Context: an optimization exercise on an open-source flow, tuned for small area. The choices shown serve that exercise and are no tape-out recipe.
Function not checked in this run: the RTL went through the layout flow alone.
No activity file was given, so power comes from the tool's default toggle rates.

[design/flow/config.mk]
export PLATFORM = sky130hd
export DESIGN_NAME = pipeline_top
export DESIGN_NICKNAME = pipeline_top
export VERILOG_FILES = /design/flow/design.v
export SDC_FILE = /design/flow/constraint.sdc
export NUM_CORES = 4
export LEC_CHECK = 0
export CAP_MARGIN = 20
export CORE_MARGIN = 2
export CORE_UTILIZATION = 40
export SLEW_MARGIN = 20
[design/flow/design.v]
`timescale 1ns / 1ps
module dff_reset(
    input clk,
    input reset,
    input D,
    output reg Q
    );
always @(posedge clk or posedge reset)
begin
    if (reset)
        Q <= 1'b0;
    else
        Q <= D;
end
endmodule
`timescale 1ns / 1ps
module stage_register_n #(parameter WIDTH = 1)(
    input clk,
    input reset,
    input [WIDTH-1:0] d,
    output [WIDTH-1:0] q
    );
    genvar i;
    generate
        for (i = 0; i < WIDTH; i = i + 1) begin : dff_gen
            dff_reset dff_inst (
                .clk(clk),
                .reset(reset),
                .D(d[i]),
                .Q(q[i])
            );
        end
    endgenerate
endmodule
`timescale 1ns / 1ps
module PC(
    input clk,
    input reset,
    output [8:0] pc_out
    );
    wire [8:0] pc_current;
    wire [8:0] pc_next;
    assign pc_next = pc_current + 9'd1;
    stage_register_n #(9) pc_reg (.clk(clk), .reset(reset), .d(pc_next), .q(pc_current));
    assign pc_out = pc_current;
endmodule
`timescale 1ns / 1ps
module IF_ID(
    input clk,
    input reset,
    input [31:0] instruction_in,
    output [31:0] instruction_out
    );
    stage_register_n #(32) inst_reg (.clk(clk), .reset(reset), .d(instruction_in), .q(instruction_out));
endmodule
`timescale 1ns / 1ps
module instruction_decoder(
    input  [3:0] opcode,
    output WMemEn,
    output WRegEn,
    output MemToReg
    );
    wire op3, op2, op1, op0;
    wire not_op2, not_op0;
    wire store, nop;
    wire store_or_nop;
    assign op3 = opcode[3];
    assign op2 = opcode[2];
    assign op1 = opcode[1];
    assign op0 = opcode[0];
    not (not_op2, op2);
    not (not_op0, op0);
    and (store, op3, not_op2, op1, op0);
    and (nop, op3, op2, op1, op0);
    assign WMemEn = store;
    and (MemToReg, op3, not_op2, op1, not_op0);
    or  (store_or_nop, store, nop);
    not (WRegEn, store_or_nop);
endmodule
`timescale 1ns / 1ps
module decoder2to4(
    input [1:0] addr,
    input we,
    output [3:0] dec_out
    );
	assign dec_out[0] = we & (~addr[1]) & (~addr[0]);  
	assign dec_out[1] = we & (~addr[1]) & ( addr[0]);  
	assign dec_out[2] = we & ( addr[1]) & (~addr[0]);  
	assign dec_out[3] = we & ( addr[1]) & ( addr[0]);  
endmodule
`timescale 1ns / 1ps
module reg64_2(
    input clk,
    input we,
    input [63:0] D,
	 input reset,
    output reg [63:0] Q
    );
always @(posedge clk or posedge reset)
begin
	 if (reset)
		  Q <= 64'b0;
    else if (we)
        Q <= D;
end
endmodule
`timescale 1ns / 1ps
module mux4to1_64(
    input [63:0] in0,
    input [63:0] in1,
    input [63:0] in2,
    input [63:0] in3,
    input [1:0] sel,
    output reg [63:0] y
    );
always @(*) begin
    case(sel)
        2'b00: y = in0;
        2'b01: y = in1;
        2'b10: y = in2;
        2'b11: y = in3;
        default: y = 64'b0;
    endcase
end
endmodule
`timescale 1ns / 1ps
module regfile(
    input clk,
    input we,
	 input reset,
    input [1:0] wr_addr,
    input [63:0] wr_data,
    input [1:0] rd_addr1,
    input [1:0] rd_addr2,
    output [63:0] rd_data1,
    output [63:0] rd_data2
    );
wire [3:0] dec_out;
wire [63:0] r0_out;
wire [63:0] r1_out;
wire [63:0] r2_out;
wire [63:0] r3_out;
decoder2to4 DEC (
    .addr(wr_addr),
    .we(we),
    .dec_out(dec_out)
);
reg64_2 R0 (
    .clk(clk),
    .we(dec_out[0]),
	 .reset(reset),
    .D(wr_data),
    .Q(r0_out)
);
reg64_2 R1 (
    .clk(clk),
    .we(dec_out[1]),
	 .reset(reset),
    .D(wr_data),
    .Q(r1_out)
);
reg64_2 R2 (
    .clk(clk),
    .we(dec_out[2]),
	 .reset(reset),
    .D(wr_data),
    .Q(r2_out)
);
reg64_2 R3 (
    .clk(clk),
    .we(dec_out[3]),
	 .reset(reset),
    .D(wr_data),
    .Q(r3_out)
);
mux4to1_64 MUX1 (
    .in0(r0_out),
    .in1(r1_out),
    .in2(r2_out),
    .in3(r3_out),
    .sel(rd_addr1),
    .y(rd_data1)
);
mux4to1_64 MUX2 (
    .in0(r0_out),
    .in1(r1_out),
    .in2(r2_out),
    .in3(r3_out),
    .sel(rd_addr2),
    .y(rd_data2)
);
endmodule
`timescale 1ns / 1ps
module ID_EX(
    input clk,
    input reset,
    input  [63:0] rs_data_in,
    input  [63:0] rt_data_in,
    input  [1:0]  rd_in,
    input  [7:0]  address_in,
    input         WRegEn_in,
    input         WMemEn_in,
    input         MemToReg_in,
    input  [3:0]  ALUOp_in,
    output [63:0] rs_data_out,
    output [63:0] rt_data_out,
    output [1:0]  rd_out,
    output [7:0]  address_out,
    output        WRegEn_out,
    output        WMemEn_out,
    output        MemToReg_out,
    output [3:0]  ALUOp_out
    );
    stage_register_n #(64) rs_reg (.clk(clk), .reset(reset), .d(rs_data_in), .q(rs_data_out));
    stage_register_n #(64) rt_reg (.clk(clk), .reset(reset), .d(rt_data_in), .q(rt_data_out));
    stage_register_n #(2)  rd_reg (.clk(clk), .reset(reset), .d(rd_in), .q(rd_out));
    stage_register_n #(8)  addr_reg (.clk(clk), .reset(reset), .d(address_in), .q(address_out));
    stage_register_n #(1)  wreg_reg (.clk(clk), .reset(reset), .d(WRegEn_in), .q(WRegEn_out));
    stage_register_n #(1)  wmem_reg (.clk(clk), .reset(reset), .d(WMemEn_in), .q(WMemEn_out));
    stage_register_n #(1)  mtr_reg  (.clk(clk), .reset(reset), .d(MemToReg_in), .q(MemToReg_out));
    stage_register_n #(4)  aluop_reg(.clk(clk), .reset(reset), .d(ALUOp_in), .q(ALUOp_out));
endmodule
`timescale 1ns / 1ps
module EX_MEM(
    input clk,
    input reset,
    input  [63:0] alu_result_in,
    input  [63:0] rt_data_in,
    input  [1:0]  rd_in,
    input         WRegEn_in,
    input         WMemEn_in,
    input         MemToReg_in,
	 input  [7:0]  address_in,
	 input  [63:0] rs_data_in,
    output [63:0] rs_data_out,
    output [63:0] alu_result_out,
    output [63:0] rt_data_out,
    output [1:0]  rd_out,
    output        WRegEn_out,
    output        WMemEn_out,
    output        MemToReg_out,
	 output [7:0]  address_out
    );
    stage_register_n #(64) rs_reg  (.clk(clk), .reset(reset), .d(rs_data_in), .q(rs_data_out));
    stage_register_n #(64) alu_reg (.clk(clk), .reset(reset), .d(alu_result_in), .q(alu_result_out));
    stage_register_n #(64) rt_reg  (.clk(clk), .reset(reset), .d(rt_data_in), .q(rt_data_out));
    stage_register_n #(2)  rd_reg  (.clk(clk), .reset(reset), .d(rd_in), .q(rd_out));
    stage_register_n #(8)  addr_reg(.clk(clk), .reset(reset), .d(address_in), .q(address_out));
    stage_register_n #(1)  wreg_reg(.clk(clk), .reset(reset), .d(WRegEn_in), .q(WRegEn_out));
    stage_register_n #(1)  wmem_reg(.clk(clk), .reset(reset), .d(WMemEn_in), .q(WMemEn_out));
    stage_register_n #(1)  mtr_reg (.clk(clk), .reset(reset), .d(MemToReg_in), .q(MemToReg_out));
endmodule
`timescale 1ns / 1ps
module MEM_WB(
    input clk,
    input reset,
    input  [63:0] alu_result_in,
    input  [63:0] mem_data_in,
    input  [1:0]  rd_in,
    input         WRegEn_in,
    input         MemToReg_in,
    output [63:0] alu_result_out,
    output [63:0] mem_data_out,
    output [1:0]  rd_out,
    output        WRegEn_out,
    output        MemToReg_out
    );
    stage_register_n #(64) alu_reg (.clk(clk), .reset(reset), .d(alu_result_in), .q(alu_result_out));
    stage_register_n #(64) mem_reg (.clk(clk), .reset(reset), .d(mem_data_in), .q(mem_data_out));
    stage_register_n #(2)  rd_reg  (.clk(clk), .reset(reset), .d(rd_in), .q(rd_out));
    stage_register_n #(1)  wreg_reg(.clk(clk), .reset(reset), .d(WRegEn_in), .q(WRegEn_out));
    stage_register_n #(1)  mtr_reg (.clk(clk), .reset(reset), .d(MemToReg_in), .q(MemToReg_out));
endmodule
`timescale 1ns / 1ps
module pipeline_top(
    input clk,
    input reset,
    output [8:0]  imem_addr,
    input  [31:0] imem_rdata,
    output [7:0]  dmem_addr,
    input  [63:0] dmem_rdata,
    output [63:0] dmem_wdata,
    output        dmem_we
    );
    wire [8:0] pc_out;
    wire [31:0] instruction;
    PC pc_inst (
        .clk(clk),
        .reset(reset),
        .pc_out(pc_out)
    );
    assign imem_addr   = pc_out;
    assign instruction = imem_rdata;
    wire [31:0] instruction_ID;
    IF_ID if_id_inst (
        .clk(clk),
        .reset(reset),
        .instruction_in(instruction),
        .instruction_out(instruction_ID)
    );
    wire [3:0] opcode;
    wire [1:0] rs, rt, rd;
    wire [7:0] address;
	 assign opcode  = instruction_ID[31:28];
	 assign rs      = instruction_ID[27:26];
	 assign rt      = instruction_ID[25:24];
	 wire [1:0] rd_rtype = instruction_ID[23:22];    
	 wire [1:0] rd_load  = instruction_ID[27:26];    
	 assign rd = (opcode == 4'b1010) ? rd_load : rd_rtype;
	 assign address = instruction_ID[21:14];
    wire WMemEn_ID;
    wire WRegEn_ID;
    wire MemToReg_ID;
    instruction_decoder decoder_inst (
        .opcode(opcode),
        .WMemEn(WMemEn_ID),
        .WRegEn(WRegEn_ID),
        .MemToReg(MemToReg_ID)
    );
    wire [63:0] rs_data;
    wire [63:0] rt_data;
    wire [63:0] write_data_WB;
    wire [1:0]  rd_WB;
    wire        WRegEn_WB;
    regfile regfile_inst (
        .clk(clk),
		  .reset(reset),
		  .we(WRegEn_WB),
		  .wr_addr(rd_WB),
		  .wr_data(write_data_WB),
		  .rd_addr1(rs),
		  .rd_addr2(rt),
		  .rd_data1(rs_data),
		  .rd_data2(rt_data)
    );
    wire [63:0] rs_data_EX;
    wire [63:0] rt_data_EX;
    wire [1:0]  rd_EX;
    wire [7:0]  address_EX;
    wire        WMemEn_EX;
    wire        WRegEn_EX;
    wire        MemToReg_EX;
    ID_EX id_ex_inst (
        .clk(clk),
        .reset(reset),
        .rs_data_in(rs_data),
        .rt_data_in(rt_data),
        .rd_in(rd),
        .address_in(address),
        .WRegEn_in(WRegEn_ID),
        .WMemEn_in(WMemEn_ID),
        .MemToReg_in(MemToReg_ID),
        .ALUOp_in(4'b0),
        .rs_data_out(rs_data_EX),
        .rt_data_out(rt_data_EX),
        .rd_out(rd_EX),
        .address_out(address_EX),
        .WRegEn_out(WRegEn_EX),
        .WMemEn_out(WMemEn_EX),
        .MemToReg_out(MemToReg_EX),
        .ALUOp_out()
    );
    wire [63:0] alu_result_EX;
    assign alu_result_EX = rs_data_EX;  
    wire [63:0] alu_result_MEM;
    wire [63:0] rt_data_MEM;
    wire [1:0]  rd_MEM;
    wire        WMemEn_MEM;
    wire        WRegEn_MEM;
    wire        MemToReg_MEM;
	 wire [7:0]  address_MEM;
	 wire [63:0] rs_data_MEM;
    EX_MEM ex_mem_inst (
        .clk(clk),
        .reset(reset),
        .alu_result_in(alu_result_EX),
        .rt_data_in(rt_data_EX),
        .rd_in(rd_EX),
        .WRegEn_in(WRegEn_EX),
        .WMemEn_in(WMemEn_EX),
        .MemToReg_in(MemToReg_EX),
		  .address_in(address_EX),
		  .address_out(address_MEM),
		  .rs_data_in(rs_data_EX),
        .rs_data_out(rs_data_MEM),
        .alu_result_out(alu_result_MEM),
        .rt_data_out(rt_data_MEM),
        .rd_out(rd_MEM),
        .WRegEn_out(WRegEn_MEM),
        .WMemEn_out(WMemEn_MEM),
        .MemToReg_out(MemToReg_MEM)
    );
    wire [63:0] mem_data;
    assign dmem_addr  = address_MEM;
    assign dmem_wdata = rs_data_MEM;
    assign dmem_we    = WMemEn_MEM;
    assign mem_data   = dmem_rdata;
    wire [63:0] alu_result_WB;
    wire [63:0] mem_data_WB;
    wire        MemToReg_WB;
    MEM_WB mem_wb_inst (
        .clk(clk),
        .reset(reset),
        .alu_result_in(alu_result_MEM),
        .mem_data_in(mem_data),
        .rd_in(rd_MEM),
        .WRegEn_in(WRegEn_MEM),
        .MemToReg_in(MemToReg_MEM),
        .alu_result_out(alu_result_WB),
        .mem_data_out(mem_data_WB),
        .rd_out(rd_WB),
        .WRegEn_out(WRegEn_WB),
        .MemToReg_out(MemToReg_WB)
    );
    assign write_data_WB = (MemToReg_WB) ? mem_data_WB : alu_result_WB;
endmodule
[design/flow/run.sh]
#!/bin/bash
# synth_recipe.tcl (not shown) runs the flow's synth.tcl, then flattens the netlist and writes it again
# the make line also repeats each setting of config.mk as NAME=value (left out here)
make -C /OpenROAD-flow-scripts/flow DESIGN_CONFIG=/design/flow/config.mk WORK_HOME=/design/flow/orfs CLKGATE_MAP_FILE= SYNTH_SCRIPT=/design/flow/synth_recipe.tcl finish
[design/flow/constraint.sdc]
create_clock -name core_clock -period 5.0 [get_ports {clk}]
set_input_delay 1.0000 -clock core_clock [delete_from_list [all_inputs] [get_ports {clk}]]
set_output_delay 1.0000 -clock core_clock [all_outputs]
set_load 0.01 [all_outputs]
==> notes.md <==
-- per-stage QoR --
step,util [%],TNS [ns]
final,48.0,0
after global routing,48.0,0
after CTS,48.0,0
after detailed placement,43.8,0
after global placement,43.8,0
after floorplan,-,-2110.17
-- logic make-up (layout without fill, tap and decap cells) --
family	count (synthesis)	after routing	synth area share (%)
compound gates	256	256	6.46
xor+xnor	7	7	0.309
simple gates	274	274	5.31
fa+ha+maj	1	1	0.0630
mux	130	130	10.6
flops	567	567	71.5
buf+inv	160	296	5.76
-- worst max-delay path by stage --
stage	startpoint	endpoint	cells after the start
2_1_floorplan	reset	ex_mem_inst.addr_reg.dff_gen[0].dff_inst.Q$_DFF_PP0_	1
3_3_place_gp	reset	mem_wb_inst.mem_reg.dff_gen[53].dff_inst.Q$_DFF_PP0_	4
3_5_place_dp	reset	mem_wb_inst.mem_reg.dff_gen[45].dff_inst.Q$_DFF_PP0_	4
4_1_cts	pc_inst.pc_reg.dff_gen[2].dff_inst.Q$_DFF_PP0_	imem_addr[2]	1
5_1_grt	pc_inst.pc_reg.dff_gen[2].dff_inst.Q$_DFF_PP0_	imem_addr[2]	1
6_report	ex_mem_inst.rs_reg.dff_gen[29].dff_inst.Q$_DFF_PP0_	dmem_wdata[29]	1
-- registers in the layout, summed over array words and instances, names as in the netlist, 2 cells and up --
signal	flops
ex_mem_inst.addr_reg.dff_gen.dff_inst.Q	8
ex_mem_inst.rd_reg.dff_gen.dff_inst.Q	2
ex_mem_inst.rs_reg.dff_gen.dff_inst.Q	63
id_ex_inst.addr_reg.dff_gen.dff_inst.Q	8
id_ex_inst.rd_reg.dff_gen.dff_inst.Q	2
id_ex_inst.rs_reg.dff_gen.dff_inst.Q	64
if_id_inst.inst_reg.dff_gen.dff_inst.Q	16
mem_wb_inst.alu_reg.dff_gen.dff_inst.Q	64
mem_wb_inst.mem_reg.dff_gen.dff_inst.Q	64
mem_wb_inst.rd_reg.dff_gen.dff_inst.Q	2
pc_inst.pc_reg.dff_gen.dff_inst.Q	9
regfile_inst.R0.Q	64
regfile_inst.R1.Q	64
regfile_inst.R2.Q	64
regfile_inst.R3.Q	64
-- routing by layer --
layer / vias to the layer above / part of all wire [%]
met1: 5383 / 46
met2: 201 / 47
met3: 64 / 4.3
met5: - / 0
met4: 0 / 2.3
li1: 4835 / -
-- cells in the final DEF, fill, tap and decap left out, types with 5 or more instances in the layout --
master | Yosys | final
sky130_fd_sc_hd__buf_4 | 95 | 17
sky130_fd_sc_hd__buf_12 | 2 | 6
sky130_fd_sc_hd__clkbuf_1 | 19 | 9
sky130_fd_sc_hd__clkinv_2 | 0 | 13
sky130_fd_sc_hd__o21ai_1 | 6 | 6
sky130_fd_sc_hd__clkbuf_16 | 0 | 61
sky130_fd_sc_hd__mux4_2 | 64 | 64
sky130_fd_sc_hd__clkbuf_8 | 0 | 12
sky130_fd_sc_hd__bufinv_16 | 0 | 7
sky130_fd_sc_hd__nand2_1 | 196 | 196
sky130_fd_sc_hd__nor2_1 | 67 | 67
sky130_fd_sc_hd__xor2_1 | 5 | 5
sky130_fd_sc_hd__mux2i_1 | 64 | 64
sky130_fd_sc_hd__a21oi_1 | 64 | 64
sky130_fd_sc_hd__dfrtp_1 | 567 | 564
sky130_fd_sc_hd__clkdlybuf4s50_1 | 0 | 163
sky130_fd_sc_hd__o21ai_0 | 186 | 186
-- report_power, final --
| group | switching, mW | internal [mW] |
|---|---|---|
| logic | 0.897 | 0.972 |
| registers | 0.596 | 5.86 |
| clock network | 1.77 | 2.76 |
-- final cells by class --
cell class	instances	area [µm²]	share of cell area [%]
well taps	664	831	3.53
clock inverters	26	327	1.39
repair buffers	186	1880	7.99
flip-flops and latches	567	14200	60.4
clock buffers	82	1730	7.34
inverters	2	11.3	0.0479
multi-input cells	668	4530	19.3
==> results by group <==
Run status
  – Outcome: timing/DRC/antenna clean

Synthesis
  – Synth async-reset ratio: 100%
  – Most numerous cell in the Yosys netlist: sky130_fd_sc_hd__dfrtp_1
  – Count of warnings emitted by yosys: 3
  – Gate count of the mapped netlist: 1,395
  – Synthesized net count: between 1,000 and 1,500
  – Seq/Total Area, Yosys: 71.5%
  – Seq cells post-synth: 567
  – Netlist area before placement: between 15,000 and 20,000 µm²
  – Dominant cell type by area after synthesis: sky130_fd_sc_hd__dfrtp_1
  – Area share of the leading cell type in the synthesized netlist: between 70% and 80%
  – Number of enable-type register cells in the synthesized netlist: 0
  – Number of different library cells in the post-synthesis netlist: 24
  – Average cell area after synthesis: 14.2 µm²
  – Area contributors post-synth: sky130_fd_sc_hd__dfrtp_1 71%, sky130_fd_sc_hd__mux4_2 7.3%, sky130_fd_sc_hd__o21ai_0 4.7%
  – Ys flop type: sky130_fd_sc_hd__dfrtp_1
  – Cell types with the highest counts after synthesis: 567 x sky130_fd_sc_hd__dfrtp_1, 196 x sky130_fd_sc_hd__nand2_1, 186 x sky130_fd_sc_hd__o21ai_0

Routing
  – Number of DRC markers in iteration 0: 806
  – Wirelength, routed: about 36,000 µm
  – First drt pass iteration count: 5
  – Via Count: 10,500
  – Post-detailed-route count of antenna-violating nets: 0
  – Drc violations: 0
  – Average routed wire per standard cell: 16.5 µm
  – Average vias per placed instance: 4.78

Hold path
  – Worst Hold Launch: ex_mem_inst.mtr_reg.dff_gen[0].dff_inst.Q$_DFF_PP0_
  – Terminating pin of the worst hold path: mem_wb_inst.mtr_reg.dff_gen[0].dff_inst.Q$_DFF_PP0_
  – Min-Delay Path Depth: 0
  – Worst min path class: flip-flop to flip-flop

Clock tree
  – Total number of H-tree levels: 2
  – Clock Pin Slew Worst Setup and Hold Paths: 0.06 ns
  – Post_cts resized: 0
  – CTS Sinks: 567
  – Clk root buf: sky130_fd_sc_hd__clkbuf_16
  – CTS tree: yes
  – Max Buffers Root-to-Sink: 3
  – Setup Fix Bufs, Post-CTS: 0
  – Worst-Skew Late Latency: 0.59 ns
  – Number of clock buffers inserted by TritonCTS: between 50 and 60
  – Hold-fix buffers, CTS: 0

Finish
  – Filler-free cell count of the finished design: 2,195
  – Signed area change from the synthesized netlist to the final layout: 18.4%
  – Fraction of final layout cells sized beyond drive strength 1: 12.7%
  – NumNets Final: roughly 1,600
  – Fill cell total of the finished layout: 4,245
  – Final antenna diode count: 0
  – Finished layout cell area: ~24,000 µm²

Pwr
  – Worst supply voltage drop on vdd: around 0.00028 V
  – LEAKAGE: 10.2 nW
  – Pwr Density: between 500 and 600 nW/µm²
  – Final total power: 12.9 mW

Worst setup path
  – Worst-path maximum fanout: 2
  – Worst-path cell chain: clkdlybuf4s50_1
  – Arrival time at the worst endpoint: 1.59 ns
  – End of the worst register-to-register path: regfile_inst.R3.Q[22]$_DFFE_PP0P_
  – Critical Path Sink Type: primary output
  – Worst Path Buf+Inv: 1
  – Reg2Reg Setup Slack: ~2.6 ns
  – Critical Path Start Type: flip-flop
  – Longest individual stage delay on the worst path: 0.57 ns
  – Top delay family on crit path: buffers and inverters
  – Startpoint of the lowest-slack register-to-register path: mem_wb_inst.mtr_reg.dff_gen[0].dff_inst.Q$_DFF_PP0_
  – Critical Path RT: 4.00 ns
  – Setup Crit Path Kind: flip-flop to primary output
  – Library cell contributing the largest single delay on the critical path: sky130_fd_sc_hd__clkdlybuf4s50_1
  – Count of cells along the worst register-to-register path: 3

Global route
  – Grt met3 use: 2.66%
  – Global-route met2 utilization: 23.3%
  – GR Util met1: 21.0%
  – Number of antenna violations at the first check in global routing: 0
  – Via count of the first global-routing pass: 11,100
  – Maximum number of pins on one net before global-route repair: between 100 and 150
  – Busiest layer in global routing: met2
  – Total congestion overflow: 0
  – Wire length of the first global-routing pass: 59,700 µm
  – Tot GR Track Use: 14.8%

Timing
  – Setup slack of the critical path after layout: roughly 2.4 ns
  – Min Clock Period, post-route: 2.59 ns
  – Worst slew pin tran: just under 1 ns
  – Final clock period utilization by the worst path: 51.8%
  – Worst hold slack: 0.342 ns
  – Number of endpoints failing setup at the final stage: 0
  – Clock Skews: 0.00957 ns
  – Unrepaired setup endpoints after global routing: false
  – Number of slew-limit violations in the final report: 0
  – Maximum achievable frequency: 386 MHz
  – Final Hold Viols: 0
  – Worst slew slack as a fraction of its limit: 34.3%

Floorplan
  – Width of the die: 227 µm
  – Core ar.: 49,000 µm²
  – Initial core utilization: 40.5%
  – Top-Level Pins: 180
  – Die height: 227 µm
  – Number of core rows: 81
  – Die area: 51,400 µm²

Place
  – DP Wirelength: 20,600 µm
  – Pre-CTS setup slack: 2.34 ns
  – Area after detailed placement: 21,500 µm²
  – Input/output buffers: 163
  – Total placed cells including tap cells: 2,087
  – Global placement routability congestion: 0.671

Flow run
  – Max-cap violations: 0

-- separate check: timing with driven ports --
The results above use ideal ports. As a check the final layout listed here was re-extracted and re-timed, cells and wires unchanged.
Step 1 (the two cells are an assumption about what drives the block):
set clk [get_ports {clk}]
set_driving_cell -lib_cell sky130_fd_sc_hd__clkbuf_16 $clk
set_driving_cell -lib_cell sky130_fd_sc_hd__buf_2 [delete_from_list [all_inputs] $clk]
Step 2, shift: input delay + t, output delay - t, t = (earliest + latest rising clock arrival at the registers) / 2. This alone moves slack from input paths to output paths.
Three values: ideal ports, drivers, drivers and shift; two values: the first two.
t (ns): 0.641
setup slack, ns: 2.412 / 2.361 / 2.416
latest minus earliest clock arrival (ns): 0.012 / 0.012
worst data-port slew with drivers (ns): 0.05
After both steps setup and hold are still met in this run. For this run, drivers alone change the setup slack by -0.051 ns; drivers and shift together by +0.004 ns. Setup slack includes reset recovery checks.
